Background: an optimization exercise with open tools, aiming at small area and a short achievable clock period. Do not read the settings as production practice.
Where RTL was checked, it was by simulation tests only, not by an equivalence proof against the original.
For runs 5 and 6, only the layout was checked, not whether the RTL still works.
Power is estimated from default activity; no workload was simulated.

**design.v**
```verilog
module mux_inv (
    input  wire a,
    input  wire b,
    input  wire s,
    input  wire sn,
    output wire y
);
    assign y = ~((a | s) & (b | sn));
endmodule
module mux_buf (
    input  wire a,
    input  wire b,
    input  wire s,
    input  wire sn,
    output wire y
);
    assign y = (a | s) & (b | sn);
endmodule
module nor2_cell (
    input  wire a,
    input  wire b,
    output wire y
);
    assign y = ~(a | b);
endmodule
module or2_cell (
    input  wire a,
    input  wire b,
    output wire y
);
    assign y = a | b;
endmodule
module inv_cell (
    input  wire a,
    output wire y
);
    assign y = ~a;
endmodule
module wire_cell (
    input  wire a,
    output wire y
);
    assign y = a;
endmodule
module shifter_io_wrapper #(
    parameter integer WIDTH = 32,
    parameter integer BLOCK = 16
)(
    input  wire             clk,
    input  wire             v_in,
    input  wire [1:0]       opcode,
    input  wire [4:0]       shamt,
    input  wire [31:0]      din,
    output reg  [31:0]      dout,
    output reg              v_out
);
    genvar i;
    wire [1:0] is_left, is_leftn;
    nor2_cell u_l0  (.a(opcode[1]), .b(opcode[0]), .y(is_left[0]));
    nor2_cell u_l1  (.a(opcode[1]), .b(opcode[0]), .y(is_left[1]));
    or2_cell  u_ln0 (.a(opcode[1]), .b(opcode[0]), .y(is_leftn[0]));
    or2_cell  u_ln1 (.a(opcode[1]), .b(opcode[0]), .y(is_leftn[1]));
    wire fill     = (opcode == 2'b10) & din[31];
    wire filln    = ~fill;
    wire [4:2] shn = ~shamt[4:2];
    wire [31:0] d1;    
    wire [31:0] d2;    
    wire [31:0] d3;    
    generate
        for (i = 0; i < 32; i = i + 1) begin : g_s1
            mux_inv u_rev (.a(din[i]), .b(din[31-i]), .s(is_left[i / 16]), .sn(is_leftn[i / 16]), .y(d1[i]));
            mux_inv u_16 (.a(d1[i]), .b(i + 16 < 32 ? d1[(i + 16) % 32] : filln),
                          .s(shamt[4]), .sn(shn[4]), .y(d2[i]));
            mux_inv u_8  (.a(d2[i]), .b(i + 8 < 32 ? d2[(i + 8) % 32] : fill),
                          .s(shamt[3]), .sn(shn[3]), .y(d3[i]));
        end
    endgenerate
    wire sh2b, shn2b;
    wire_cell u_sh2b  (.a(shamt[2]), .y(sh2b));
    wire_cell u_shn2b (.a(shn[2]),   .y(shn2b));
    reg [31:0] m_datan;             
    reg [2:0]  m_sh, m_shn;
    reg        m_sh2b, m_shn2b;     
    reg        m_left, m_leftn;
    reg        m_fill, m_v;
    always @(posedge clk) begin
        m_datan <= d3;
        m_sh    <= shamt[2:0];
        m_shn   <= ~shamt[2:0];
        m_sh2b  <= sh2b;
        m_shn2b <= shn2b;
        m_left  <= is_left[0];
        m_leftn <= is_leftn[0];
        m_fill  <= fill;
        m_v     <= v_in;
    end
    wire m_filln = ~m_fill;
    wire [31:0] e1;    
    wire [31:0] e2;    
    wire [31:0] e3;    
    wire [31:0] e4;    
    generate
        for (i = 0; i < 32; i = i + 1) begin : g_s2
            mux_inv u_4   (.a(m_datan[i]), .b(i + 4 < 32 ? m_datan[(i + 4) % 32] : m_filln),
                           .s(i < 16 ? m_sh[2] : m_sh2b), .sn(i < 16 ? m_shn[2] : m_shn2b), .y(e1[i]));
            mux_inv u_2   (.a(e1[i]), .b(i + 2 < 32 ? e1[(i + 2) % 32] : m_fill),
                           .s(m_sh[1]), .sn(m_shn[1]), .y(e2[i]));
            mux_inv u_1   (.a(e2[i]), .b(i + 1 < 32 ? e2[(i + 1) % 32] : m_filln),
                           .s(m_sh[0]), .sn(m_shn[0]), .y(e3[i]));
            mux_buf u_rev (.a(e3[i]), .b(e3[31-i]), .s(m_left), .sn(m_leftn), .y(e4[i]));
        end
    endgenerate
    always @(posedge clk) begin
        dout  <= e4;
        v_out <= m_v;
    end
endmodule
```
**flow/run.sh**
```bash
#!/bin/bash
# Standard ORFS layout, with the port buffers made of the smallest buffer and
# a clock tree built without dummy balancing loads.
set -euo pipefail
bash standard.sh "BUFFER_PORTS_ARGS=-buffer_cell sky130_fd_sc_hd__buf_1" \
  "CTS_ARGS=-sink_clustering_enable -repair_clock_nets -dont_use_dummy_load -buf_list sky130_fd_sc_hd__clkbuf_4" finish > standard_flow.log 2>&1
```
**standard.sh**
```bash
#!/bin/bash
# synth_recipe.tcl (not shown) runs the flow's synth.tcl, then flattens the netlist and writes it again
# the make line also repeats each setting of config.mk as NAME=value (left out here)
make -C /OpenROAD-flow-scripts/flow DESIGN_CONFIG=/design/flow/config.mk WORK_HOME=/design/flow/orfs CLKGATE_MAP_FILE= SYNTH_SCRIPT=/design/flow/synth_recipe.tcl "${@:-finish}"
```
**config.mk**
```make
export PLATFORM = sky130hd
export DESIGN_NAME = shifter_io_wrapper
export DESIGN_NICKNAME = shifter_io_wrapper
export VERILOG_FILES = /design/flow/design.v
export SDC_FILE = /design/flow/constraint.sdc
export NUM_CORES = 4
export LEC_CHECK = 0
export CAP_MARGIN = 20
export CORE_MARGIN = 2
export CORE_UTILIZATION = 55
export SETUP_SLACK_MARGIN = 1.1
export SLEW_MARGIN = 20
export SYNTH_HIERARCHICAL = 1
```
**constraint.sdc**
```tcl
create_clock -name core_clock -period 2.5 [get_ports {clk}]
set_input_delay 0.5000 -clock core_clock [delete_from_list [all_inputs] [get_ports {clk}]]
set_output_delay 0.5000 -clock core_clock [all_outputs]
set_load 0.01 [all_outputs]
```
==> flow_summary.json, run 1 <==
{
  "slew_headroom_pct": 62.42,
  "seq_area_frac_synth_pct": 49.78,
  "synth_cells": 315,
  "clk_pin_slew_ps": 100,
  "drv_cap": 0,
  "core_um2": 5473,
  "yosysTopAreaCell": "dfxtp_1",
  "track_usage_pct": 25.93,
  "routabilityCongestion": 0.9268,
  "wl_per_cell_um": 16.73,
  "numPortBuffers": 73,
  "syn_avg_cell_area_um2": 9.831,
  "diodes": 0,
  "fin_skew_ps": 37.76,
  "drive_above_1_share_pct": 15.17,
  "dp_hpwl_um": 5633,
  "yosys_warnings": 7,
  "synth-edff-count": 0,
  "vias": 3218,
  "fp-row-count": 27,
  "arrival_ps": 1640,
  "grt_max_degree": 33,
  "synth_area_leaders": "dfxtp_1 (50%), o22ai_1 (39%), o22a_1 (9.1%), inv_1 (0.73%), buf_4 (0.48%)",
  "antenna_left": 0,
  "h-tree-depth": 3,
  "fin_setup_tns_ps": 0,
  "clock_latency_ps": 410,
  "antenna_found_initial": 0,
  "nNetsFinal": 445,
  "die_w_um": 79.04,
  "area_growth_pct": 19.27,
  "rsz0062_at_grt": "true",
  "synth_commonest_cells": "o22ai_1 (192), dfxtp_1 (77), o22a_1 (32)",
  "r2r-start": "m_sh[2]",
  "crit_path_max_fanout": 16,
  "fp.dieH_um": 79.04,
  "dr.pass1.iters": 5,
  "fin_crit_sh_pct": 53.89,
  "clock-sinks": 77,
  "wl_um": 7932,
  "ys_types": 9,
  "end_kind": "flip-flop",
  "stdcell_area_um2": 3694,
  "clk_path_buf_depth": 2,
  "drc": 0,
  "cp_data_required_time_ps": 2790,
  "io_pins": 74,
  "synth_most_common_cell": "o22ai_1",
  "design.die.area_um2": 6247,
  "layout_min_cycle_time_ps": 1347,
  "min_path_type": "in2reg",
  "initial_utilization_pct": 56.58,
  "peakVddDrop_mv": 0.2911,
  "syn-num-nets": 356,
  "post_dp_cell_area_um2": 3513,
  "ys_seq_elements": 77,
  "p_leak_nw": 1.292,
  "synthFlopType": "dfxtp_1",
  "vias_per_cell": 6.789,
  "cts_buffers": 9,
  "critPathKind": "reg2reg",
  "power.density_nw_per_um2": 698.4,
  "synth_top_area_share_pct": 49.78,
  "startpoint": "m_sh[2]",
  "grt_pass1_wl_um": 12930,
  "setup_viol": 0,
  "tritoncts": "built",
  "crit_path_start_kind": "flip-flop",
  "n_fill_cell": 466,
  "drv_slew": 0,
  "grt.overflow.total": 0,
  "dr.first_iter.drc_count": 279,
  "hold_violations": 0,
  "async_flop_share_pct": 0,
  "grt_pass1_vias": 2744,
  "total_power_mw": 2.579,
  "clock-root-buffer": "clkbuf_4",
  "min-delay-start": "v_in",
  "max_freq_ghz": 0.7423,
  "tightest_slew_ps": 563.7,
  "synthesis.area_um2": 3097,
  "outcome": "timing/DRC/antenna clean"
}
cell usage in the layout (no fill, tap or decap):
cell,synthesis,routed
o22ai_1,192,185
dfxtp_1,77,69
buf_1,0,48
o22a_1,32,32
clkbuf_2,0,21
clkbuf_4,0,9
o22ai_2,0,7
buf_4,2,7
inv_1,6,5
dfxtp_4,0,5
dfxtp_2,0,3
buf_2,0,3
nor2_4,0,2
or2_4,0,2
and3b_1,1,1
nand3b_1,1,1
clkinvlp_4,0,1
buf_6,0,1
registers in the layout, indices dropped and copies added, names as in the netlist:
| register | count |
|---|---|
| v_out | 1 |
| m_fill | 1 |
| m_shn2b | 1 |
| m_v | 1 |
| m_shn | 3 |
| m_sh2b | 1 |
| m_sh | 3 |
| m_left | 1 |
| m_leftn | 1 |
| m_datan | 32 |
| dout | 32 |
worst max-delay path, stage by stage (launching register included):
cell     delay, ps
dfxtp_4        460
o22ai_1        170
o22ai_1        260
o22ai_1        130
o22a_1         210
Yosys stat by module, one instance, submodules excluded:
module              copies in the design  flops+latches
mux_buf                               32              0
or2_cell                               2              0
wire_cell                              2              0
mux_inv                              192              0
shifter_io_wrapper                     1             77
nor2_cell                              2              0
final timing paths:
kind         depth (start not counted)  slack (ps)        to
min                                  1         190       m_v
max                                  4        1150  dout[13]
min reg2reg                          0         330     v_out
max reg2reg                          4        1150  dout[13]
stage by stage:
step / setup WS (ps) / instances / hold slack (ps) / util (%)
finish: 1153 / 474 / 193.7 / 67.49
global route: 1074 / 474 / 150.6 / 67.49
CTS: 1104 / 474 / 164.5 / 65.71
detailed placement: 536.4 / 464 / 313.2 / 64.20
global placement: 579.8 / 464 / 316.0 / 64.20
floorplan: 1105 / 315 / 309.6 / -
repair_timing:
item / 4_1_cts / 5_1_grt
gates resized for setup: 6 / 44
pin swaps: 1 / 0
setup endpoints to repair: 62 / 75
setup buffers: 1 / 0
hold buffers: 0 / 0
cell type report:
cell class | instances | area [um^2] | area share (%)
flip-flops and latches | 77 | 1564 | 42.34
well taps | 72 | 90.09 | 2.439
multi-input cells | 230 | 1582 | 42.82
inverters | 6 | 26.28 | 0.7114
repair buffers | 80 | 364.1 | 9.858
clock buffers | 9 | 67.56 | 1.829
routing by layer:
metal,track usage [%],share of wire [%]
met5,0,0
met1,33.50,45
met4,9.138,1.7
met3,5.909,6.3
met2,42.63,47
logic make-up after synthesis:
kind of cell	synth area share (%)
buffers and inverters	1.212
DFF	49.78
and+or+nand+nor	1.172
AOI/OAI and AO/OA	47.84
where the power goes:
part	switching [mW]	internal, mW
combinational	0.340	0.278
clock	0.335	0.167
sequential	0.0935	1.37
==> run 2, diff against run 1 <==
--- a/config.mk
+++ b/config.mk
@@ -10,3 +10,3 @@
 export CORE_UTILIZATION = 55
-export SETUP_SLACK_MARGIN = 1.1
+export SETUP_SLACK_MARGIN = 1.07
 export SLEW_MARGIN = 20
==> run 2 against run 1 <==
  * Critical path depth down 3
  * Maximum frequency down 2.0%
  * Flip-flop and latch count unchanged
  * Still clean
  * Sequential share of layout area up 0.56 points
  * Setup slack worse by 27 ps
  * Count of clock-buffer cells in the layout unchanged
  * Via count up 2.7%
  * Core utilization down 1.1 points
  * Critical endpoint is now dout[31]
==> flow_summary.json, run 2 <==
{
  "fin_setup_tns_ps": 0,
  "crit_chain": "buf_1",
  "yosysTopAreaCell": "dfxtp_1",
  "crit_path_start_kind": "flip-flop",
  "worst-r2r-cell-count": 4,
  "ys_types": 9,
  "fp-row-count": 27,
  "r2r-end": "dout[21]",
  "slowest_stage": "dfxtp_1",
  "io_pins": 74,
  "cp_data_required_time_ps": 2000,
  "slew_headroom_pct": 63.05,
  "cpLargestDelayFamily": "flip-flops",
  "switching_share_pct": 29.47,
  "grt_pass1_wl_um": 12700,
  "layout_setup_ws_ps": 1125,
  "p_sw_mw": 0.7495,
  "peakVddDrop_mv": 0.2967,
  "fp.dieH_um": 79.04,
  "grt_max_degree": 33,
  "nNetsFinal": 448,
  "diodes": 0,
  "async_flop_share_pct": 0,
  "antenna_left": 0,
  "tightest_slew_ps": 554.2,
  "routabilityCongestion": 0.9600,
  "cts_buffers": 9,
  "crit_buf_inv": 1,
  "tritoncts": "built",
  "drc": 0,
  "fin_crit_sh_pct": 54.99,
  "dp_slack_ps": 485.2,
  "vias_per_cell": 6.931,
  "final_cell_mix": "o22ai_1 (191), buf_1 (72), dfxtp_1 (71)",
  "wl_um": 7776,
  "layout_min_cycle_time_ps": 1375,
  "seq_power_share_pct": 56.9,
  "die_w_um": 79.04,
  "p_leak_nw": 1.221,
  "max_freq_ghz": 0.7274,
  "seq_area_frac_synth_pct": 49.78,
  "crit_path_max_fanout": 1,
  "clock-root-buffer": "clkbuf_4",
  "final_common_cell": "o22ai_1",
  "wl_per_cell_um": 16.30,
  "arrival_ps": 870,
  "min_path_type": "in2reg",
  "track_usage_pct": 25.28,
  "antenna_found_initial": 0,
  "synth_top_area_share_pct": 49.78,
  "reg.largest.list": "dout x32, m_datan x32",
  "design.die.area_um2": 6247,
  "synth_commonest_cells": "o22ai_1 (192), dfxtp_1 (77), o22a_1 (32)",
  "clk_path_buf_depth": 2,
  "clock_latency_ps": 410,
  "core_um2": 5473,
  "setup_viol": 0,
  "drive_above_1_share_pct": 7.654,
  "dr.pass1.iters": 5,
  "clk_pin_slew_ps": 110,
  "synth_most_common_cell": "o22ai_1",
  "synthFlopType": "dfxtp_1",
  "rsz0062_at_grt": "true",
  "power.density_nw_per_um2": 700.0,
  "dp_hpwl_um": 5618,
  "h-tree-depth": 3,
  "crit_end": "dout[31]",
  "p_comb_share_pct": 23.8,
  "post_dp_cell_area_um2": 3521,
  "syn_avg_cell_area_um2": 9.831,
  "fin_cells": 477,
  "dr.first_iter.drc_count": 244,
  "slowest_delay_ps": 330,
  "vias": 3306,
  "outcome": "timing/DRC/antenna clean",
  "p_int_mw": 1.794,
  "drv_cap": 0,
  "hold_violations": 0,
  "r2r-start": "m_sh2b",
  "fin_skew_ps": 38.91,
  "rrSetupSlack_ps": 1130,
  "yosys_warnings": 7,
  "stdcell_area_um2": 3633,
  "synth_cells": 315,
  "synth-edff-count": 0,
  "synth_area_leaders": "dfxtp_1 (50%), o22ai_1 (39%), o22a_1 (9.1%), inv_1 (0.73%), buf_4 (0.48%)",
  "synthesis.area_um2": 3097,
  "place_inst": 466,
  "initial_utilization_pct": 56.58,
  "startpoint": "dout[31]",
  "ys_seq_elements": 77,
  "numPortBuffers": 73,
  "drv_slew": 0,
  "grt_pass1_vias": 2700,
  "critPathKind": "reg2out",
  "syn-num-nets": 356,
  "grt.overflow.total": 0,
  "clock-sinks": 77,
  "area_growth_pct": 17.33,
  "p_clk_share_pct": 19.3,
  "cp.depth": 1,
  "n_fill_cell": 474,
  "end_kind": "primary output",
  "holdBufCountCts": 0
}
-- run 2: repair_timing --
action | CTS | global route
setup endpoints to repair | 64 | 62
setup buffers | 2 | 0
gates resized for setup | 6 | 10
cloned | 0 | 0
pin swaps | 1 | 0
-- run 2: cell type report --
type	instances	area, um^2	share of cell area [%]
inverters	6	22.52	0.6198
clock buffers	9	67.56	1.860
multi-input cells	230	1544	42.49
flip-flops and latches	77	1559	42.91
well taps	72	90.09	2.479
repair buffers	83	350.3	9.642
-- run 2: power groups by stage --
stage / Sequential [mW] / Combinational, mW / Clock, mW
2_1_floorplan: 1.52 / 0.346 / 0
3_3_place_gp: 1.47 / 0.583 / 0
3_5_place_dp: 1.47 / 0.585 / 0
4_1_cts: 1.45 / 0.595 / 0.510
5_1_grt: 1.46 / 0.661 / 0.551
6_report: 1.45 / 0.606 / 0.491
-- run 2: layer usage --
metal	up-vias	GRT usage, %	wire length, um
li1	1592	-	-
met1	1519	32.05	3382
met2	174	42.71	3721
met3	21	3.750	525
met4	0	11.21	146
met5	-	0	0
-- run 2: modules after synthesis, one instance, submodules excluded --
module,flip-flops and latches,copies in the design
shifter_io_wrapper,77,1
mux_buf,0,32
wire_cell,0,2
mux_inv,0,192
or2_cell,0,2
nor2_cell,0,2
-- run 2: cells by family (layout without fill, tap and decap cells) --
kind of cell	count (synthesis)	in the layout	share of synthesized area, %
AOI/OAI and AO/OA	224	224	47.84
buffers and inverters	8	98	1.212
DFF	77	77	49.78
and+or+nand+nor	6	6	1.172
-- run 2: per-stage QoR --
step	hold slack, ps	power, mW	utilization, %
6_report	202.7	2.544	66.39
5_1_grt	183.9	2.675	66.39
4_1_cts	178.2	2.551	65.94
3_5_place_dp	313.2	2.059	64.33
3_3_place_gp	314.6	2.052	64.33
2_1_floorplan	309.6	1.862	-
-- run 2: worst min-delay path by stage --
stage               startpoint      end  slack [ps]  depth (start not counted)
detailed placement         m_v    v_out         310                          0
global route          shamt[1]  m_sh[1]         180                          1
finish                    v_in      m_v         200                          1
global placement           m_v    v_out         310                          0
CTS                   shamt[0]  m_sh[0]         180                          1
floorplan                  m_v    v_out         310                          0
==> run 3, diff against run 2 <==
--- a/config.mk
+++ b/config.mk
@@ -10,3 +10,3 @@
 export CORE_UTILIZATION = 55
-export SETUP_SLACK_MARGIN = 1.07
+export SETUP_SLACK_MARGIN = 1.13
 export SLEW_MARGIN = 20
==> run 3 against run 2 <==
  * Sequential share of layout area decreased by 0.21 points
  * Setup slack got worse by 13 ps
  * Final cell count shrank 0.21%
  * Critical endpoint is now dout[13]
==> flow_summary.json, run 3 <==
{
  "outcome": "timing/DRC/antenna clean",
  "fin_skew_ps": 32.06,
  "crit_path_max_fanout": 16,
  "ys_types": 9,
  "crit_path_start_kind": "flip-flop",
  "grt_max_degree": 33,
  "rsz0062_at_grt": "true",
  "crit_top_cell": "o22ai_1",
  "synth_most_common_cell": "o22ai_1",
  "design.die.area_um2": 6247,
  "peakVddDrop_mv": 0.3212,
  "clock-sinks": 77,
  "nNetsFinal": 447,
  "track_usage_pct": 24.89,
  "fin_setup_tns_ps": 0,
  "yosys_warnings": 7,
  "drv_slew": 0,
  "hold_violations": 0,
  "grt_pass1_vias": 2684,
  "clock_latency_ps": 400,
  "tritoncts": "built",
  "die_w_um": 79.04,
  "wl_um": 7798,
  "drv_cap": 0,
  "dr.pass1.iters": 5,
  "p_leak_nw": 1.294,
  "numPortBuffers": 73,
  "p_int_mw": 1.808,
  "drc": 0,
  "m1WireLength_um": 3496,
  "worst-r2r-cell-count": 4,
  "crit_buf_inv": 0,
  "yosysTopAreaCell": "dfxtp_1",
  "fin_crit_sh_pct": 55.49,
  "cts_buffers": 9,
  "routed.top_layer": "met4",
  "p_sw_mw": 0.7480,
  "setup_viol": 0,
  "slowest_delay_ps": 410,
  "final_common_cell": "o22ai_1",
  "slowest_stage": "dfxtp_4",
  "clock-root-buffer": "clkbuf_4",
  "grt.overflow.total": 0,
  "stdcell_area_um2": 3669,
  "core_um2": 5473,
  "dr.first_iter.drc_count": 265,
  "crit_chain": "o22ai_1, o22ai_1, o22ai_1, o22a_1",
  "reg.largest.list": "dout x32, m_datan x32",
  "fp.dieH_um": 79.04,
  "h-tree-depth": 3,
  "diodes": 0,
  "synth_cells": 315,
  "min_path_type": "in2reg",
  "switching_share_pct": 29.27,
  "hold_depth": 1,
  "synthesis.area_um2": 3097,
  "seq_area_frac_synth_pct": 49.78,
  "ys_seq_elements": 77,
  "wl_met2_um": 3630,
  "cpLargestDelayFamily": "compound AO/OA/AOI/OAI gates",
  "clk_path_buf_depth": 2,
  "p_clk_share_pct": 19.2,
  "synthFlopType": "dfxtp_1",
  "layout_min_cycle_time_ps": 1387,
  "routabilityCongestion": 1.008,
  "vias_per_cell": 6.779,
  "antenna_left": 0,
  "vias": 3227,
  "initial_utilization_pct": 56.58,
  "cp_data_required_time_ps": 2820,
  "slew_headroom_pct": 41.86,
  "arrival_ps": 1710,
  "synth_commonest_cells": "o22ai_1 (192), dfxtp_1 (77), o22a_1 (32)",
  "area_growth_pct": 18.46,
  "synth-edff-count": 0,
  "power.density_nw_per_um2": 696.6,
  "wl_met3_um": 542,
  "clk_pin_slew_ps": 90,
  "wl_per_cell_um": 16.38,
  "io_pins": 74,
  "final_cell_mix": "o22ai_1 (192), dfxtp_1 (69), buf_1 (42)",
  "syn-num-nets": 356,
  "synth_top_area_share_pct": 49.78,
  "end_kind": "flip-flop",
  "critPathKind": "reg2reg",
  "seq_power_share_pct": 57.1,
  "drive_above_1_share_pct": 15.35,
  "p_comb_share_pct": 23.8,
  "synth_area_leaders": "dfxtp_1 (50%), o22ai_1 (39%), o22a_1 (9.1%), inv_1 (0.73%), buf_4 (0.48%)",
  "async_flop_share_pct": 0,
  "fp-row-count": 27,
  "tightest_slew_ps": 871.1,
  "antenna_found_initial": 0,
  "post_dp_cell_area_um2": 3502,
  "syn_avg_cell_area_um2": 9.831,
  "dp_hpwl_um": 5527,
  "max_freq_ghz": 0.7208,
  "total_power_mw": 2.556,
  "cp.depth": 4,
  "grt_pass1_wl_um": 12590
}
[run 3: cell counts after synthesis]
Identical to the previous run, type by type.
[run 3: cells by family after synthesis]
family	share of synthesized area, %
compound gates	47.84
flops	49.78
buf+inv	1.212
simple gates	1.172
[run 3: timing repair]
| item | CTS | global route |
|---|---|---|
| setup endpoints to repair | 62 | 89 |
| hold buffers | 0 | 0 |
| cloned | 0 | 1 |
| pin swaps | 1 | 1 |
| buffers inserted | 2 | 2 |
| gates resized for setup | 12 | 33 |
[run 3: stage by stage]
step | worst slack, ps | utilization [%] | hold WS [ps] | cells
final | 1113 | 67.03 | 212.2 | 476
after global routing | 1087 | 67.03 | 195.1 | 476
after CTS | 1097 | 65.82 | 196.2 | 473
after detailed placement | 544.8 | 63.99 | 325.0 | 462
after global placement | 612.3 | 63.99 | 316.9 | 462
after floorplan | 1134 | - | 309.6 | 315
[run 3: final timing paths]
| kind | startpoint | end | slack [ps] |
|---|---|---|---|
| worst max-delay path | m_sh[2] | dout[13] | 1110 |
| worst min-delay path | v_in | m_v | 210 |
| worst max register to register | m_sh[2] | dout[13] | 1110 |
| worst min register to register | m_v | v_out | 340 |
[run 3: power groups by stage]
| stage | registers, mW | logic (mW) | clock network, mW |
|---|---|---|---|
| finish | 1.46 | 0.607 | 0.490 |
| floorplan | 1.52 | 0.348 | 0 |
| CTS | 1.46 | 0.581 | 0.510 |
| detailed placement | 1.49 | 0.570 | 0 |
| global route | 1.47 | 0.665 | 0.554 |
| global placement | 1.48 | 0.567 | 0 |
[run 3: worst register-to-register path, stage by stage, from the launching register on]
cell and delay (ps):
dfxtp_4 410, o22ai_1 310, o22ai_1 160, o22ai_1 270, o22a_1 190
[run 3: final cells by class]
cell class,instances,area [um^2]
Tap cell,72,90.09
Timing Repair inverter,1,7.507
Sequential cell,77,1567
Timing Repair Buffer,81,372.9
Fill cell,488,1804
Inverter,6,26.28
Multi-Input combinational cell,230,1538
Clock buffer,9,67.56
[run 3: routing by layer]
layer	vias to the layer above	global-route usage (%)
met5	-	0
met4	0	11.72
met3	17	4.318
met2	167	40.00
met1	1445	32.56
li1	1598	-
[run 3: Yosys stat by module, one instance, submodules excluded]
| module | area (um^2) | times used | flops+latches | cells inside |
|---|---|---|---|---|
| shifter_io_wrapper | 1580 | 1 | 77 | 85 |
| mux_buf | 8.758 | 32 | 0 | 1 |
| nor2_cell | 3.754 | 2 | 0 | 1 |
| wire_cell | 7.507 | 2 | 0 | 1 |
| mux_inv | 6.256 | 192 | 0 | 1 |
| or2_cell | 6.256 | 2 | 0 | 1 |
==> run 4, diff against run 3 <==
--- a/config.mk
+++ b/config.mk
@@ -9,4 +9,4 @@
 export CORE_MARGIN = 2
-export CORE_UTILIZATION = 55
-export SETUP_SLACK_MARGIN = 1.13
+export CORE_UTILIZATION = 50
+export SETUP_SLACK_MARGIN = 1.05
 export SLEW_MARGIN = 20
==> run 4 against run 3 <==
  * Worst hold slack worse by 32 ps
  * Sequential power hardly changed
  * Via count shrank 0.99%
  * Critical path depth shrank 3
  * Non-clock buffer count is 1 higher
  * Die area up 9.5%
  * Cell area is 0.85% lower
  * Sequential share of layout area up 0.13 points
  * Total power shrank 0.11%
  * Critical path type is now reg2out
  * Critical endpoint is now dout[31]
==> flow_summary.json, run 4 <==
{
  "outcome": "timing/DRC/antenna clean",
  "grt.overflow.total": 0,
  "fin_crit_sh_pct": 54.98,
  "n_fill_cell": 564,
  "clock-sinks": 77,
  "peakVddDrop_mv": 0.3787,
  "crit_path_start_kind": "flip-flop",
  "layout_setup_ws_ps": 1126,
  "p_sw_mw": 0.7587,
  "die_w_um": 82.70,
  "nNetsFinal": 447,
  "synth_area_leaders": "dfxtp_1 (50%), o22ai_1 (39%), o22a_1 (9.1%), inv_1 (0.73%), buf_4 (0.48%)",
  "synth-edff-count": 0,
  "p_clk_share_pct": 19.7,
  "drive_above_1_share_pct": 7.921,
  "fp-row-count": 28,
  "rrSetupSlack_ps": 1150,
  "slew_headroom_pct": 35.85,
  "arrival_ps": 870,
  "synth_cells": 315,
  "initial_utilization_pct": 52.00,
  "yosysTopAreaCell": "dfxtp_1",
  "cpLargestDelayFamily": "flip-flops",
  "layout_min_cycle_time_ps": 1374,
  "p_comb_share_pct": 23.7,
  "reg.largest.list": "dout x32, m_datan x32",
  "tightest_slew_ps": 960.9,
  "dp_hpwl_um": 5669,
  "crit_buf_inv": 1,
  "routabilityCongestion": 0.8725,
  "diodes": 0,
  "synthFlopType": "dfxtp_1",
  "drc": 0,
  "async_flop_share_pct": 0,
  "fin_setup_tns_ps": 0,
  "clock-root-buffer": "clkbuf_4",
  "grt_pass1_vias": 2591,
  "max_freq_ghz": 0.7276,
  "dr.pass1.iters": 4,
  "synth_most_common_cell": "o22ai_1",
  "min_path_type": "in2reg",
  "startpoint": "dout[31]",
  "core_um2": 5956,
  "drv_cap": 0,
  "end_kind": "primary output",
  "ys_types": 9,
  "setup_viol": 0,
  "rsz0062_at_grt": "false",
  "syn_avg_cell_area_um2": 9.831,
  "clock_latency_ps": 420,
  "tritoncts": "built",
  "dr.first_iter.drc_count": 153,
  "antenna_left": 0,
  "r2r-start": "m_shn[2]",
  "syn-num-nets": 356,
  "h-tree-depth": 3,
  "track_usage_pct": 23.94,
  "power.density_nw_per_um2": 701.8,
  "cts_buffers": 9,
  "synth_top_area_share_pct": 49.78,
  "clk_path_buf_depth": 2,
  "p_leak_nw": 1.225,
  "final_common_cell": "o22ai_1",
  "cp_data_required_time_ps": 2000,
  "slowest_delay_ps": 330,
  "wl_um": 7944,
  "antenna_found_initial": 0,
  "vias": 3195,
  "critPathKind": "reg2out",
  "design.die.area_um2": 6839,
  "numPortBuffers": 73,
  "synthesis.area_um2": 3097,
  "io_pins": 74,
  "ys_seq_elements": 77,
  "area_growth_pct": 17.45,
  "crit_chain": "buf_1",
  "drv_slew": 0,
  "yosys_warnings": 7,
  "slowest_stage": "dfxtp_1",
  "fin_skew_ps": 40.64,
  "vias_per_cell": 6.670,
  "seq_area_frac_synth_pct": 49.78,
  "wl_per_cell_um": 16.58,
  "synth_commonest_cells": "o22ai_1 (192), dfxtp_1 (77), o22a_1 (32)",
  "p_int_mw": 1.794,
  "grt_pass1_wl_um": 12480,
  "switching_share_pct": 29.72,
  "hold_violations": 0,
  "crit_path_max_fanout": 1,
  "clk_pin_slew_ps": 100,
  "grt_max_degree": 34,
  "min-delay-start": "v_in",
  "fp.dieH_um": 82.70,
  "final_cell_mix": "o22ai_1 (190), dfxtp_1 (72), buf_1 (70)",
  "seq_power_share_pct": 56.6,
  "dp_slack_ps": 440.0
}
## run 4: changes by cell type in the layout (fill, tap and decap cells not counted)
cell | previous run | this run
buf_2 | 7 | 0
buf_4 | 8 | 9
dfxtp_1 | 69 | 72
o22ai_1 | 192 | 190
dfxtp_2 | 2 | 1
o22ai_2 | 0 | 2
inv_1 | 5 | 6
clkbuf_2 | 24 | 3
clkinvlp_4 | 2 | 0
dfxtp_4 | 6 | 4
buf_1 | 42 | 70
## run 4: layout make-up
cell class | instances | area [um^2] | area share (%)
Sequential cell | 77 | 1558 | 42.83
Multi-Input combinational cell | 230 | 1550 | 42.62
Timing Repair Buffer | 82 | 345.3 | 9.494
Tap cell | 75 | 93.84 | 2.580
Clock buffer | 9 | 67.56 | 1.858
Inverter | 6 | 22.52 | 0.6192
## run 4: worst reg2reg max path: stages (launching register included)
cell,delay [ps]
dfxtp_4,460
o22ai_1,170
o22ai_1,240
o22ai_1,130
o22a_1,210
## run 4: timing repair
item	4_1_cts	5_1_grt
resized for setup	7	12
buffers inserted	2	0
pin swaps	1	0
setup endpoints to repair	64	61
hold buffers	0	0
## run 4: per-stage QoR
step           total power [mW]  area [um^2]  hold slack (ps)  std cells  utilization, %
6_report                  2.553         3637            180.5        479           61.07
5_1_grt                   2.704         3637            174.9        479           61.07
4_1_cts                   2.562         3605            160.5        479           60.53
3_5_place_dp              2.059         3512            322.7        468           58.97
3_3_place_gp              2.056         3512            315.3        468           58.97
2_1_floorplan             1.861         3107            309.6        315               -
## run 4: routing by layer
layer	global-route usage, %	wire [um]
met3	4.457	436
met2	38.15	3706
met1	31.52	3709
met4	10.66	91
met5	0	0
## run 4: cell families (layout without fill, tap and decap cells)
kind of cell | Yosys count | count (layout) | synth area share [%]
buf+inv | 8 | 97 | 1.212
flops | 77 | 77 | 49.78
compound gates | 224 | 224 | 47.84
simple gates | 6 | 6 | 1.172
## run 4: modules after synthesis (local to each module, per instance)
module              cells  area, um^2
mux_buf                 1       8.758
mux_inv                 1       6.256
nor2_cell               1       3.754
or2_cell                1       6.256
shifter_io_wrapper     85        1580
wire_cell               1       7.507
## run 4: path summary, 6_finish.rpt
kind,endpoint,depth (start not counted)
worst max-delay path,dout[31],1
worst min-delay path,m_v,1
worst max register to register,dout[9],4
worst min register to register,v_out,0
## run 4: power groups by stage
stage / combinational, mW / clock (mW) / sequential [mW]
floorplan: 0.346 / 0 / 1.52
global placement: 0.585 / 0 / 1.47
detailed placement: 0.586 / 0 / 1.47
CTS: 0.595 / 0.522 / 1.44
global route: 0.671 / 0.567 / 1.47
finish: 0.605 / 0.503 / 1.45
==> run 5, diff against run 4 <==
--- a/design.v
+++ b/design.v
@@ -24,2 +24,9 @@
     assign y = ~(a | b);
+endmodule
+module and2_cell (
+    input  wire a,
+    input  wire b,
+    output wire y
+);
+    assign y = a & b;
 endmodule
@@ -58,4 +65,5 @@
     wire [1:0] is_left, is_leftn;
-    nor2_cell u_l0  (.a(opcode[1]), .b(opcode[0]), .y(is_left[0]));
-    nor2_cell u_l1  (.a(opcode[1]), .b(opcode[0]), .y(is_left[1]));
+    wire [1:0] opn = ~opcode;
+    and2_cell u_l0  (.a(opn[1]), .b(opn[0]), .y(is_left[0]));
+    and2_cell u_l1  (.a(opn[1]), .b(opn[0]), .y(is_left[1]));
     or2_cell  u_ln0 (.a(opcode[1]), .b(opcode[0]), .y(is_leftn[0]));
--- a/config.mk
+++ b/config.mk
@@ -10,3 +10,3 @@
 export CORE_UTILIZATION = 50
-export SETUP_SLACK_MARGIN = 1.05
+export SETUP_SLACK_MARGIN = 1.1
 export SLEW_MARGIN = 20
==> run 5 against run 4 <==
  * Still clean on timing, DRC and antenna
  * Total power grew 0.95%
  * Flip-flop and latch count is the same
  * Non-clock buffer count shrank 1
  * Final cell count grew 0.21%
  * Critical path type is now reg2reg
  * Critical endpoint is now dout[2]
==> flow_summary.json, run 5 <==
{
  "outcome": "timing/DRC/antenna clean",
  "use_met1_pct": 31.27,
  "min-delay-start": "v_in",
  "critPathKind": "reg2reg",
  "synth_top_area_share_pct": 49.58,
  "setup_viol": 0,
  "synth_compound_area_share_pct": 47.65,
  "dr.first_iter.drc_count": 149,
  "synth-edff-count": 0,
  "initial_utilization_pct": 52.21,
  "max_freq_ghz": 0.7340,
  "power.density_nw_per_um2": 693.7,
  "synth_commonest_cells": "o22ai_1 (192), dfxtp_1 (77), o22a_1 (32)",
  "post_dp_cell_area_um2": 3525,
  "area_growth_pct": 19.48,
  "fin_skew_ps": 34.04,
  "r2r-end": "dout[2]",
  "p_sw_mw": 0.7662,
  "hold_violations": 0,
  "drc": 0,
  "yosysTopAreaCell": "dfxtp_1",
  "design.die.area_um2": 6865,
  "drive_above_1_share_pct": 15.06,
  "synth_area_leaders": "dfxtp_1 (50%), o22ai_1 (39%), o22a_1 (9.0%), inv_1 (0.97%), buf_4 (0.48%)",
  "wl_per_cell_um": 16.74,
  "seq_area_frac_synth_pct": 49.58,
  "worst-r2r-cell-count": 4,
  "synth-xor-area-share_pct": 0,
  "final_common_cell": "o22ai_1",
  "die_w_um": 82.86,
  "async_flop_share_pct": 0,
  "synth_top_family_by_area": "compound AO/OA/AOI/OAI gates",
  "clock_latency_ps": 410,
  "crit_top_cell": "o22ai_1",
  "holdBufCountCts": 0,
  "clock-sinks": 77,
  "dr.pass1.iters": 4,
  "cts_buffers": 9,
  "fin_setup_tns_ps": 0,
  "crit_buf_inv": 0,
  "peakVddDrop_mv": 0.3938,
  "crit_path_start_kind": "flip-flop",
  "track_usage_pct": 23.34,
  "stdcell_area_um2": 3715,
  "busiest_layer": "met2",
  "end_kind": "flip-flop",
  "antenna_left": 0,
  "synth_cells": 317,
  "cpLargestDelayFamily": "compound AO/OA/AOI/OAI gates",
  "io_pins": 74,
  "syn_avg_cell_area_um2": 9.808,
  "syn-num-nets": 358,
  "tightest_slew_ps": 511.4,
  "fin_crit_sh_pct": 54.50,
  "fp-row-count": 28,
  "vias_per_cell": 6.610,
  "startpoint": "m_sh[2]",
  "n_fill_cell": 585,
  "drv_slew": 0,
  "met3_usage_pct": 4.374,
  "yosys_warnings": 7,
  "synth_most_common_cell": "o22ai_1",
  "grt_pass1_vias": 2749,
  "met2_usage_pct": 36.36,
  "antenna_found_initial": 0,
  "rsz0062_at_grt": "true",
  "grt.overflow.total": 0,
  "drv_cap": 0,
  "switching_share_pct": 29.73,
  "reg.largest.list": "dout x32, m_datan x32",
  "core_um2": 5956,
  "p_int_mw": 1.811,
  "crit_chain": "o22ai_1, o22ai_1, o22ai_1, o22a_1",
  "grt_max_degree": 33,
  "cp_data_required_time_ps": 2840,
  "wl_um": 8036,
  "clk_path_buf_depth": 2,
  "fp.dieH_um": 82.86,
  "clock-root-buffer": "clkbuf_4",
  "synthFlopType": "dfxtp_1",
  "tritoncts": "built",
  "ys_seq_elements": 77,
  "clk_pin_slew_ps": 110,
  "p_comb_share_pct": 24.3,
  "seq_power_share_pct": 56.3,
  "rrSetupSlack_ps": 1140,
  "crit_path_max_fanout": 16,
  "r2r-start": "m_sh[2]",
  "synthesis.area_um2": 3109,
  "crit_end": "dout[2]",
  "grt_pass1_wl_um": 13180,
  "synth_adder_area_share_pct": 0,
  "routabilityCongestion": 0.8811,
  "min_path_type": "in2reg",
  "p_leak_nw": 1.301,
  "nNetsFinal": 448,
  "numPortBuffers": 73,
  "dp_hpwl_um": 5736,
  "p_clk_share_pct": 19.5,
  "h-tree-depth": 3,
  "diodes": 0,
  "cp.depth": 4,
  "layout_min_cycle_time_ps": 1362,
  "final_cell_mix": "o22ai_1 (181), dfxtp_1 (68), buf_1 (54)",
  "arrival_ps": 1700,
  "slowest_stage": "dfxtp_4",
  "slew_headroom_pct": 65.90,
  "synthMuxAreaShare_pct": 0,
  "synth-simple-area-share_pct": 1.328,
  "ys_types": 9,
  "slowest_delay_ps": 420,
  "vias": 3173
}
## run 5: what timing repair did
item,in CTS,in global routing
resized for setup,7,38
buffers inserted,0,1
setup endpoints to repair,32,75
pin swaps,0,1
## run 5: power groups by stage
| stage | clock network (mW) | registers (mW) | logic, mW |
|---|---|---|---|
| after floorplan | 0 | 1.52 | 0.347 |
| after global placement | 0 | 1.47 | 0.584 |
| after detailed placement | 0 | 1.47 | 0.587 |
| after CTS | 0.526 | 1.44 | 0.593 |
| after global routing | 0.574 | 1.47 | 0.687 |
| final | 0.501 | 1.45 | 0.626 |
## run 5: final cells by class
| class | instances | area [um^2] | area share, % |
|---|---|---|---|
| Clock buffer | 9 | 67.56 | 1.819 |
| Tap cell | 75 | 93.84 | 2.526 |
| Sequential cell | 77 | 1565 | 42.14 |
| Inverter | 8 | 33.78 | 0.9094 |
| Multi-Input combinational cell | 230 | 1597 | 42.98 |
| Timing Repair Buffer | 81 | 357.8 | 9.633 |
## run 5: cells by family after synthesis
kind of cell           Yosys count
flip-flops                      77
buffers and inverters           10
AO/OA/AOI/OAI                  224
AND/OR/NAND/NOR                  6
## run 5: modules after synthesis (local to each module, per instance)
module / area (um^2) / times used / cells inside
and2_cell: 6.256 / 2 / 1
mux_buf: 8.758 / 32 / 1
mux_inv: 6.256 / 192 / 1
or2_cell: 6.256 / 2 / 1
shifter_io_wrapper: 1588 / 1 / 87
wire_cell: 7.507 / 2 / 1
## run 5: routing by layer
layer	up-vias	routed length (um)
li1	1587	-
met1	1462	3710
met2	112	3716
met3	12	438
met4	0	170
met5	-	0
## run 5: how the worst min path moves through the flow
stage | cells past startpoint | to
after global placement | 0 | v_out
after CTS | 1 | m_v
after floorplan | 0 | v_out
final | 1 | m_v
after global routing | 1 | m_v
after detailed placement | 0 | v_out
## run 5: worst reg2reg max path, stage by stage (launching register included)
cell and delay (ps):
dfxtp_4 420, o22ai_1 320, o22ai_1 160, o22ai_1 230, o22a_1 170
## run 5: stage by stage
stage          total power [mW]  util (%)  instances  worst slack (ps)  hold slack, ps
5_1_grt                   2.727     62.37        480              1049           155.6
4_1_cts                   2.564     60.53        479              1100           161.4
6_report                  2.577     62.37        480              1138           186.2
2_1_floorplan             1.863         -        317              1105           309.6
3_5_place_dp              2.061     59.18        470             680.3           336.7
3_3_place_gp              2.056     59.18        470             709.3           314.3
==> run 6, diff against run 5 <==
--- a/config.mk
+++ b/config.mk
@@ -9,3 +9,3 @@
 export CORE_MARGIN = 2
-export CORE_UTILIZATION = 50
+export CORE_UTILIZATION = 55
 export SETUP_SLACK_MARGIN = 1.1
==> run 6 against run 5 <==
  * Clock power up 3%
  * Combinational power down 2%
  * Non-clock buffer count unchanged
  * Die area down 8.7%
  * Final cell count down 0.63%
  * Flip-flop and latch count unchanged
  * Worst hold slack better by 3.0 ps
  * Core utilization up 5.1 points
  * Clock skew up 8.5 ps
  * Cell area down 0.57%
  * Sequential power about the same
  * Critical endpoint is now dout[8]
  * Largest power group unchanged
  * Highest routed layer unchanged
==> flow_summary.json, run 6 <==
{
  "outcome": "timing/DRC/antenna clean",
  "fin_setup_tns_ps": 0,
  "antenna_left": 0,
  "reg.largest.list": "dout x32, m_datan x32",
  "synth_most_common_cell": "o22ai_1",
  "synthFlopType": "dfxtp_1",
  "setup_viol": 0,
  "synth_cells": 317,
  "ys_types": 9,
  "area_growth_pct": 18.79,
  "p_int_mw": 1.809,
  "rsz0062_at_grt": "true",
  "drv_cap": 0,
  "p_leak_nw": 1.299,
  "antenna_found_initial": 0,
  "grt_pass1_vias": 2648,
  "vias_per_cell": 6.778,
  "dr.first_iter.drc_count": 286,
  "tightest_slew_ps": 563.6,
  "synth_top_area_share_pct": 49.58,
  "power.density_nw_per_um2": 699.2,
  "layout_min_cycle_time_ps": 1373,
  "worst-r2r-cell-count": 4,
  "design.die.area_um2": 6270,
  "peakVddDrop_mv": 0.3416,
  "dr.pass1.iters": 5,
  "p_comb_share_pct": 23.7,
  "final_cell_mix": "o22ai_1 (184), dfxtp_1 (70), buf_1 (51)",
  "syn_avg_cell_area_um2": 9.808,
  "r2r-start": "m_shn[2]",
  "track_usage_pct": 25.28,
  "seq_area_frac_synth_pct": 49.58,
  "arrival_ps": 1640,
  "drc": 0,
  "ys_seq_elements": 77,
  "startpoint": "m_shn[2]",
  "r2r-end": "dout[8]",
  "min_path_type": "in2reg",
  "routabilityCongestion": 0.9101,
  "p_sw_mw": 0.7731,
  "drv_slew": 0,
  "wl_met2_um": 3579,
  "clock_latency_ps": 420,
  "post_dp_cell_area_um2": 3513,
  "synthesis.area_um2": 3109,
  "grt_max_degree": 33,
  "wl_per_cell_um": 16.32,
  "routed.top_layer": "met4",
  "fp.dieH_um": 79.19,
  "cts_buffers": 9,
  "synth-edff-count": 0,
  "crit_end": "dout[8]",
  "clk_path_buf_depth": 2,
  "wl_um": 7783,
  "io_pins": 74,
  "drive_above_1_share_pct": 14.57,
  "async_flop_share_pct": 0,
  "critPathKind": "reg2reg",
  "m1WireLength_um": 3544,
  "wl_met3_um": 467,
  "crit_path_start_kind": "flip-flop",
  "stdcell_area_um2": 3694,
  "clk_pin_slew_ps": 120,
  "clock-root-buffer": "clkbuf_4",
  "fin_crit_sh_pct": 54.90,
  "max_freq_ghz": 0.7286,
  "hold_violations": 0,
  "initial_utilization_pct": 56.81,
  "nNetsFinal": 448,
  "synth_commonest_cells": "o22ai_1 (192), dfxtp_1 (77), o22a_1 (32)",
  "fp-row-count": 27,
  "slew_headroom_pct": 62.43,
  "grt.overflow.total": 0,
  "core_um2": 5473,
  "clock-sinks": 77,
  "rrSetupSlack_ps": 1130,
  "n_fill_cell": 489,
  "holdBufCountCts": 0,
  "synth_area_leaders": "dfxtp_1 (50%), o22ai_1 (39%), o22a_1 (9.0%), inv_1 (0.97%), buf_4 (0.48%)",
  "numPortBuffers": 73,
  "tritoncts": "built",
  "die_w_um": 79.19,
  "syn-num-nets": 358,
  "dp_hpwl_um": 5556,
  "switching_share_pct": 29.94,
  "diodes": 0,
  "fin_skew_ps": 42.50,
  "seq_power_share_pct": 56.4,
  "p_clk_share_pct": 19.9,
  "grt_pass1_wl_um": 12560,
  "yosys_warnings": 7,
  "final_common_cell": "o22ai_1",
  "cp_data_required_time_ps": 2770,
  "end_kind": "flip-flop",
  "crit_path_max_fanout": 16,
  "yosysTopAreaCell": "dfxtp_1",
  "h-tree-depth": 3,
  "vias": 3233
}
[run 6: layer usage]
layer | up-vias | track usage (%)
met5 | - | 0
met4 | 0 | 11.21
met3 | 19 | 4.545
met2 | 159 | 41.10
met1 | 1457 | 32.83
li1 | 1598 | -
[run 6: cell type report]
cell class / count / area, um^2 / share of cell area [%]
sequential: 77 / 1563 / 42.31
timing repair buffer: 81 / 361.6 / 9.790
clock buffer: 9 / 67.56 / 1.829
multi-input combinational: 230 / 1578 / 42.72
inverter: 8 / 33.78 / 0.9146
tap: 72 / 90.09 / 2.439
[run 6: how the worst min path moves through the flow]
stage / from / end / slack (ps) / cells after the start
2_1_floorplan: m_v / v_out / 310 / 0
3_3_place_gp: m_v / v_out / 320 / 0
3_5_place_dp: m_v / v_out / 310 / 0
6_report: v_in / m_v / 190 / 1
4_1_cts: v_in / m_v / 170 / 1
5_1_grt: v_in / m_v / 170 / 1
[run 6: stage by stage]
| stage | cells | power (mW) | utilization, % | hold WS, ps | setup WS, ps |
|---|---|---|---|---|---|
| final | 477 | 2.583 | 67.49 | 189.2 | 1127 |
| after global routing | 477 | 2.721 | 67.49 | 171.4 | 1080 |
| after CTS | 475 | 2.560 | 65.59 | 173.7 | 1090 |
| after detailed placement | 466 | 2.057 | 64.20 | 313.2 | 708.5 |
| after global placement | 466 | 2.050 | 64.20 | 317.0 | 742.2 |
| after floorplan | 317 | 1.863 | - | 309.6 | 1105 |
[run 6: modules after synthesis, one instance, submodules excluded]
module	copies in the design	area, um^2
mux_buf	32	8.758
and2_cell	2	6.256
shifter_io_wrapper	1	1588
or2_cell	2	6.256
mux_inv	192	6.256
wire_cell	2	7.507
[run 6: power groups by stage]
stage	logic [mW]	clock network (mW)	registers, mW
after global placement	0.572	0	1.48
after detailed placement	0.574	0	1.48
after floorplan	0.347	0	1.52
final	0.611	0.514	1.46
after CTS	0.581	0.525	1.45
after global routing	0.670	0.578	1.47
[run 6: critical path, stage by stage, from the launching register on]
cell     delay, ps
dfxtp_4        470
o22ai_1        160
o22ai_1        240
o22ai_1        130
o22a_1         220
[run 6: repair_timing]
| action | 4_1_cts | 5_1_grt |
|---|---|---|
| setup endpoints to repair | 33 | 79 |
| setup buffers | 0 | 2 |
| cloned | 0 | 0 |
| endpoints found under the hold margin | 0 | 0 |
| pin swaps | 0 | 0 |
| resized for setup | 6 | 37 |
[run 6: kinds of logic after synthesis]
group | synth area share [%]
and+or+nand+nor | 1.328
AOI/OAI and AO/OA | 47.65
buffers and inverters | 1.449
DFF | 49.58
==> run 7, diff against run 6 <==
--- a/design.v
+++ b/design.v
@@ -25,9 +25,2 @@
 endmodule
-module and2_cell (
-    input  wire a,
-    input  wire b,
-    output wire y
-);
-    assign y = a & b;
-endmodule
 module or2_cell (
@@ -44,8 +37,2 @@
     assign y = ~a;
-endmodule
-module wire_cell (
-    input  wire a,
-    output wire y
-);
-    assign y = a;
 endmodule
@@ -65,5 +52,4 @@
     wire [1:0] is_left, is_leftn;
-    wire [1:0] opn = ~opcode;
-    and2_cell u_l0  (.a(opn[1]), .b(opn[0]), .y(is_left[0]));
-    and2_cell u_l1  (.a(opn[1]), .b(opn[0]), .y(is_left[1]));
+    nor2_cell u_l0  (.a(opcode[1]), .b(opcode[0]), .y(is_left[0]));
+    nor2_cell u_l1  (.a(opcode[1]), .b(opcode[0]), .y(is_left[1]));
     or2_cell  u_ln0 (.a(opcode[1]), .b(opcode[0]), .y(is_leftn[0]));
@@ -72,3 +58,3 @@
     wire filln    = ~fill;
-    wire [4:2] shn = ~shamt[4:2];
+    wire [4:3] shn = ~shamt[4:3];
     wire [31:0] d1;    
@@ -85,5 +71,5 @@
     endgenerate
-    wire sh2b, shn2b;
-    wire_cell u_sh2b  (.a(shamt[2]), .y(sh2b));
-    wire_cell u_shn2b (.a(shn[2]),   .y(shn2b));
+    wire shn2b, sh2b;
+    inv_cell u_shn2b (.a(shamt[2]), .y(shn2b));
+    inv_cell u_sh2b  (.a(shn2b), .y(sh2b));
     reg [31:0] m_datan;             
==> flow/run.sh (replaced) <==
#!/bin/bash
# Standard ORFS layout; only the cell used for the port buffers differs.
set -euo pipefail
bash standard.sh "BUFFER_PORTS_ARGS=-buffer_cell sky130_fd_sc_hd__buf_1" finish > standard_flow.log 2>&1
--- a/config.mk
+++ b/config.mk
@@ -9,4 +9,4 @@
 export CORE_MARGIN = 2
-export CORE_UTILIZATION = 55
-export SETUP_SLACK_MARGIN = 1.1
+export CORE_UTILIZATION = 40
+export SETUP_SLACK_MARGIN = 1.0
 export SLEW_MARGIN = 20
==> run 7 against run 6 <==
  * Routed wire length grew 7.0%
  * Flip-flop and latch count is the same
  * Die area grew 35%
  * Setup slack lost 62 ps
  * Final cell count grew 8.0%
  * Sequential share of layout area shrank 1.8 points
  * Worst hold slack gained 55 ps
  * Clock skew shrank 33 ps
  * Critical path type unchanged
  * Largest power group unchanged
==> flow_summary.json, run 7 <==
{
  "outcome": "timing/DRC/antenna clean",
  "seq_area_frac_synth_pct": 49.90,
  "drive_above_1_share_pct": 7.990,
  "critPathKind": "reg2reg",
  "syn_avg_cell_area_um2": 9.807,
  "setup_viol": 0,
  "dr.pass1.iters": 4,
  "synth-edff-count": 0,
  "startpoint": "m_sh[2]",
  "r2r-start": "m_sh[2]",
  "layout_min_cycle_time_ps": 1434,
  "crit_path_start_kind": "flip-flop",
  "fp.dieH_um": 91.88,
  "post_dp_cell_area_um2": 3556,
  "fin_crit_sh_pct": 57.36,
  "ys_types": 8,
  "fp-row-count": 32,
  "wl_per_cell_um": 16.17,
  "routabilityCongestion": 0.9259,
  "synth_area_leaders": "dfxtp_1 (50%), o22ai_1 (39%), o22a_1 (9.1%), inv_1 (0.97%), or2_1 (0.41%)",
  "dp_hpwl_um": 6028,
  "min_path_type": "in2reg",
  "rrSetupSlack_ps": 1070,
  "ys_seq_elements": 77,
  "clk_path_buf_depth": 2,
  "dp_slack_ps": 576.7,
  "track_usage_pct": 19.78,
  "grt_pass1_wl_um": 13420,
  "wl_um": 8326,
  "crit_path_max_fanout": 16,
  "switching_share_pct": 27.42,
  "routed.top_layer": "met4",
  "grt.overflow.total": 0,
  "p_int_mw": 2.289,
  "arrival_ps": 1670,
  "numPortBuffers": 73,
  "synth_cells": 315,
  "p_leak_nw": 1.296,
  "n_fill_cell": 759,
  "fin_setup_tns_ps": 0,
  "multi_input_area_um2": 1538,
  "hold_violations": 0,
  "antenna_left": 0,
  "io_pins": 74,
  "h-tree-depth": 3,
  "drv_cap": 0,
  "vias": 3182,
  "r2r-end": "dout[13]",
  "synth_commonest_cells": "o22ai_1 (192), dfxtp_1 (77), o22a_1 (32)",
  "yosys_warnings": 7,
  "fin_skew_ps": 9.348,
  "tritoncts": "built",
  "synth_top_area_share_pct": 49.90,
  "synth_most_common_cell": "o22ai_1",
  "m1WireLength_um": 3880,
  "power.density_nw_per_um2": 824.3,
  "layout_setup_ws_ps": 1066,
  "die_w_um": 91.88,
  "grt_max_degree": 34,
  "p_sw_mw": 0.8647,
  "nNetsFinal": 449,
  "cp_data_required_time_ps": 2730,
  "yosysTopAreaCell": "dfxtp_1",
  "core_um2": 7607,
  "seq_power_share_pct": 45.9,
  "slew_headroom_pct": 33.31,
  "reg.largest.list": "dout x32, m_datan x32",
  "drc": 0,
  "p_clk_share_pct": 35.0,
  "total_power_mw": 3.154,
  "dr.first_iter.drc_count": 153,
  "area_growth_pct": 23.86,
  "cts_buffers": 9,
  "holdBufCountCts": 0,
  "end_kind": "flip-flop",
  "diodes": 0,
  "crit_end": "dout[13]",
  "syn-num-nets": 356,
  "drv_slew": 0,
  "clock-root-buffer": "clkbuf_8",
  "synthFlopType": "dfxtp_1",
  "initial_utilization_pct": 40.61,
  "design.die.area_um2": 8442,
  "async_flop_share_pct": 0,
  "antenna_found_initial": 0,
  "final_common_cell": "o22ai_1",
  "regArea_um2": 1550,
  "clock-sinks": 77,
  "wl_met3_um": 519,
  "min-delay-start": "v_in",
  "final_cell_mix": "o22ai_1 (192), buf_1 (73), dfxtp_1 (72)",
  "rsz0062_at_grt": "false",
  "peakVddDrop_mv": 0.3194,
  "grt_pass1_vias": 2806,
  "max_freq_ghz": 0.6973,
  "p_comb_share_pct": 19.2,
  "synthesis.area_um2": 3089,
  "clk_pin_slew_ps": 70,
  "clock_latency_ps": 350,
  "worst-r2r-cell-count": 4,
  "tightest_slew_ps": 999.0,
  "wl_met2_um": 3688,
  "vias_per_cell": 6.179,
  "stdcell_area_um2": 3826
}
-- run 7: worst max-delay path, stage by stage, from the launching register on --
cell	delay (ps)
dfxtp_2	480
o22ai_1	190
o22ai_1	280
o22ai_1	150
o22a_1	220
-- run 7: cell type report --
| type | instances | area share, % |
|---|---|---|
| sequential | 77 | 40.52 |
| clock buffer | 10 | 3.336 |
| multi-input combinational | 230 | 40.19 |
| tap | 102 | 3.336 |
| inverter | 8 | 0.7848 |
| clock inverter | 6 | 2.910 |
| timing repair buffer | 82 | 8.927 |
-- run 7: per-layer routing --
metal | up-vias | track usage [%]
met5 | - | 0
met4 | 0 | 10.57
met3 | 21 | 3.451
met2 | 130 | 31.13
met1 | 1437 | 25.88
li1 | 1594 | -
-- run 7: how the worst min path moves through the flow --
stage                     endpoint  cells past startpoint
after floorplan              v_out                      0
after global placement       v_out                      0
after detailed placement     v_out                      0
after CTS                      m_v                      1
after global routing           m_v                      1
final                          m_v                      1
-- run 7: kinds of logic (layout without fill, tap and decap cells) --
kind of cell,count (synthesis),after routing,share of synthesized area [%]
simple gates,6,6,1.175
compound gates,224,224,47.95
flops,77,77,49.90
buf+inv,8,106,0.9721
-- run 7: through the flow --
step           hold WS (ps)  cells  util, %
2_1_floorplan         309.6    315        -
3_3_place_gp          313.9    498    46.74
3_5_place_dp          314.6    498    46.74
4_1_cts               230.8    514    49.95
5_1_grt               236.8    515    50.30
6_report              244.6    515    50.30
-- run 7: power groups by stage --
stage,registers [mW],logic (mW),clock network (mW)
2_1_floorplan,1.52,0.344,0
3_3_place_gp,1.47,0.591,0
3_5_place_dp,1.47,0.589,0
4_1_cts,1.45,0.596,1.12
5_1_grt,1.46,0.661,1.19
6_report,1.45,0.605,1.10
-- run 7: per-module statistics from Yosys, one instance, submodules excluded --
module              flip-flops and latches  cells inside  times used  area [um^2]
inv_cell                                 0             1           2        3.754
mux_buf                                  0             1          32        8.758
mux_inv                                  0             1         192        6.256
nor2_cell                                0             1           2        3.754
or2_cell                                 0             1           2        6.256
shifter_io_wrapper                      77            85           1         1580
-- run 7: what timing repair did --
action / CTS / global route
setup endpoints to repair: 48 / 36
resized for setup: 5 / 6
buffers inserted: 0 / 1
pin swaps: 0 / 1
==> run 8, diff against run 7 <==
--- a/config.mk
+++ b/config.mk
@@ -10,3 +10,3 @@
 export CORE_UTILIZATION = 40
-export SETUP_SLACK_MARGIN = 1.0
+export SETUP_SLACK_MARGIN = 0.8
 export SLEW_MARGIN = 20
==> run 8 against run 7 <==
  * Critical endpoint is now dout[21]
  * Clock power is 28% lower
  * Cell area is 2.5% lower
  * Critical path type unchanged
  * Routed wire length is 2.7% lower
  * Die area stayed put
  * Largest cell class unchanged
  * Setup slack worse by 120 ps
==> flow_summary.json, run 8 <==
{
  "outcome": "timing/DRC/antenna clean",
  "syn-num-nets": 356,
  "synth_most_common_cell": "o22ai_1",
  "syn_avg_cell_area_um2": 9.807,
  "grt_pass1_vias": 2755,
  "track_usage_pct": 18.91,
  "clock-sinks": 77,
  "finish.utilization_pct": 49.06,
  "fin_crit_sh_pct": 62.36,
  "holdBufCountCts": 0,
  "routabilityCongestion": 0.8694,
  "antenna_found_initial": 0,
  "slowest_delay_ps": 620,
  "synth_area_leaders": "dfxtp_1 (50%), o22ai_1 (39%), o22a_1 (9.1%), inv_1 (0.97%), or2_1 (0.41%)",
  "drv_cap": 0,
  "die_w_um": 91.88,
  "synth_cells": 315,
  "dr.first_iter.drc_count": 146,
  "arrival_ps": 1790,
  "critPathKind": "reg2reg",
  "clk_pin_slew_ps": 70,
  "drive_above_1_share_pct": 6.780,
  "peakVddDrop_mv": 0.2118,
  "crit_top_cell": "o22ai_1",
  "ys_types": 8,
  "end_kind": "flip-flop",
  "drc": 0,
  "synth_commonest_cells": "o22ai_1 (192), dfxtp_1 (77), o22a_1 (32)",
  "max_freq_ghz": 0.6415,
  "grt.overflow.total": 0,
  "cts_buffers": 9,
  "clock_latency_ps": 350,
  "crit_chain": "o22ai_1, o22ai_1, o22ai_1, o22a_1",
  "synth-simple-area-share_pct": 1.175,
  "nNetsFinal": 449,
  "hold_violations": 0,
  "n_fill_cell": 811,
  "post_dp_cell_area_um2": 3558,
  "synthFlopType": "dfxtp_1",
  "grt_max_degree": 34,
  "synthMuxAreaShare_pct": 0,
  "vias_per_cell": 6.089,
  "drv_slew": 0,
  "seq_area_frac_synth_pct": 49.90,
  "crit_path_start_kind": "flip-flop",
  "synthesis.area_um2": 3089,
  "io_pins": 74,
  "p_leak_nw": 1.244,
  "tritoncts": "built",
  "dp_hpwl_um": 5864,
  "diodes": 0,
  "rsz0062_at_grt": "false",
  "vias": 3136,
  "cpLargestDelayFamily": "compound AO/OA/AOI/OAI gates",
  "clk_path_buf_depth": 2,
  "layout_setup_ws_ps": 941.1,
  "synth_compound_area_share_pct": 47.95,
  "synth_top_family_by_area": "compound AO/OA/AOI/OAI gates",
  "dp_slack_ps": 553.4,
  "stdcell_area_um2": 3732,
  "synth-edff-count": 0,
  "synth_top_area_share_pct": 49.90,
  "core_um2": 7607,
  "cp_data_required_time_ps": 2730,
  "fin_skew_ps": 7.439,
  "min_path_type": "in2reg",
  "crit_buf_inv": 0,
  "synth_adder_area_share_pct": 0,
  "final_common_cell": "o22ai_1",
  "slew_headroom_pct": 32.67,
  "design.die.area_um2": 8442,
  "wl_per_cell_um": 15.74,
  "fin_setup_tns_ps": 0,
  "tightest_slew_ps": 1009,
  "h-tree-depth": 3,
  "yosysTopAreaCell": "dfxtp_1",
  "numPortBuffers": 73,
  "crit_path_max_fanout": 16,
  "final_cell_mix": "o22ai_1 (192), dfxtp_1 (75), buf_1 (73)",
  "fp.dieH_um": 91.88,
  "power.density_nw_per_um2": 759.6,
  "reg.largest.list": "dout x32, m_datan x32",
  "rrSetupSlack_ps": 940,
  "clock-root-buffer": "clkbuf_8",
  "fp-row-count": 32,
  "antenna_left": 0,
  "area_growth_pct": 20.82,
  "ys_seq_elements": 77,
  "slowest_stage": "dfxtp_1",
  "yosys_warnings": 7,
  "setup_viol": 0,
  "wl_um": 8104,
  "grt_pass1_wl_um": 13050,
  "dr.pass1.iters": 4,
  "cts_setup_buffers": 0,
  "initial_utilization_pct": 40.61,
  "async_flop_share_pct": 0,
  "layout_min_cycle_time_ps": 1559,
  "synth-xor-area-share_pct": 0
}
run 8: area by class of cell:
class	count	area, um^2	share of cell area [%]
inverter	8	30.03	0.8046
timing repair buffer	82	341.6	9.152
clock buffer	11	131.4	3.520
tap	102	127.6	3.419
clock inverter	5	37.54	1.006
sequential	77	1544	41.37
multi-input combinational	230	1520	40.73
run 8: layer usage:
| layer | GRT usage [%] | vias to the layer above | share of wire, % |
|---|---|---|---|
| met2 | 30.09 | 98 | 45 |
| met1 | 25.32 | 1433 | 48 |
| met4 | 7.587 | 0 | 1.5 |
| li1 | - | 1596 | - |
| met5 | 0 | - | 0 |
| met3 | 3.615 | 9 | 5.4 |
run 8: logic make-up (layout without fill, tap and decap cells):
| logic type | Yosys count | count (layout) |
|---|---|---|
| flops | 77 | 77 |
| simple gates | 6 | 6 |
| buf+inv | 8 | 106 |
| compound gates | 224 | 224 |
run 8: stage by stage:
step / total power [mW] / hold slack, ps / cells
4_1_cts: 2.854 / 230.1 / 515
5_1_grt: 2.990 / 239.2 / 515
2_1_floorplan: 1.859 / 309.6 / 315
3_3_place_gp: 2.062 / 314.2 / 499
3_5_place_dp: 2.062 / 314.6 / 499
6_report: 2.835 / 242.0 / 515
run 8: worst paths after layout:
check | endpoint | from | cells after the start
worst min-delay path | m_v | v_in | 1
worst min register to register | v_out | m_v | 0
worst max register to register | dout[21] | m_shn2b | 4
worst max-delay path | dout[21] | m_shn2b | 4
run 8: per-module statistics from Yosys (local to each module, per instance):
module,flops+latches,copies in the design,cells inside
inv_cell,0,2,1
mux_buf,0,32,1
mux_inv,0,192,1
nor2_cell,0,2,1
or2_cell,0,2,1
shifter_io_wrapper,77,1,85
run 8: repair_timing:
item	4_1_cts	5_1_grt
gates resized for setup	0	5
setup endpoints to repair	0	46
hold endpoints to repair	0	0
run 8: power by group:
group	total (mW)	switching (mW)	internal [mW]
clock	0.789	0.429	0.360
sequential	1.45	0.0794	1.37
combinational	0.599	0.342	0.257

-- static timing again, ports no longer ideal --
How much do the figures lean on ideal ports? The routed layouts below were timed once more, with nothing changed but the port constraints.
Step 1, drivers: a clkbuf_16 drives clk and a buf_2 each remaining input, both assumed.
Step 2 also shifts input and output timing later by t, the mid clock arrival at the registers, as if the neighbouring blocks saw the same clock.
a / b / c = no drivers / after step 1 / after step 2; a / b = the first two.
| run | t, ns | setup WS [ns] | hold WS [ns] | latest minus earliest clock arrival (ns) | worst slew at a driven data input, ns |
|---|---|---|---|---|---|
| run 1 | 0.417 | 1.153 / 1.132 / 0.750 | 0.194 / 0.195 / 0.334 | 0.038 / 0.038 | 0.03 |
| run 2 | 0.411 | 1.125 / 1.100 / 0.724 | 0.203 / 0.200 / 0.335 | 0.039 / 0.039 | 0.04 |
| run 3 | 0.411 | 1.113 / 1.113 / 0.772 | 0.212 / 0.210 / 0.339 | 0.032 / 0.032 | 0.03 |
| run 4 | 0.425 | 1.126 / 1.098 / 0.725 | 0.181 / 0.179 / 0.341 | 0.041 / 0.041 | 0.03 |
| run 5 | 0.423 | 1.138 / 1.123 / 0.744 | 0.186 / 0.186 / 0.348 | 0.034 / 0.034 | 0.03 |
| run 6 | 0.422 | 1.127 / 1.117 / 0.794 | 0.189 / 0.192 / 0.338 | 0.043 / 0.042 | 0.03 |
| run 7 | 0.374 | 1.066 / 1.066 / 0.727 | 0.245 / 0.235 / 0.329 | 0.010 / 0.010 | 0.04 |
| run 8 | 0.372 | 0.941 / 0.941 / 0.586 | 0.242 / 0.235 / 0.329 | 0.007 / 0.008 | 0.03 |
After both steps every run listed still meets setup and hold. For run 1, which loses most, drivers alone change the setup slack by -0.021 ns; drivers and shift together by -0.403 ns.
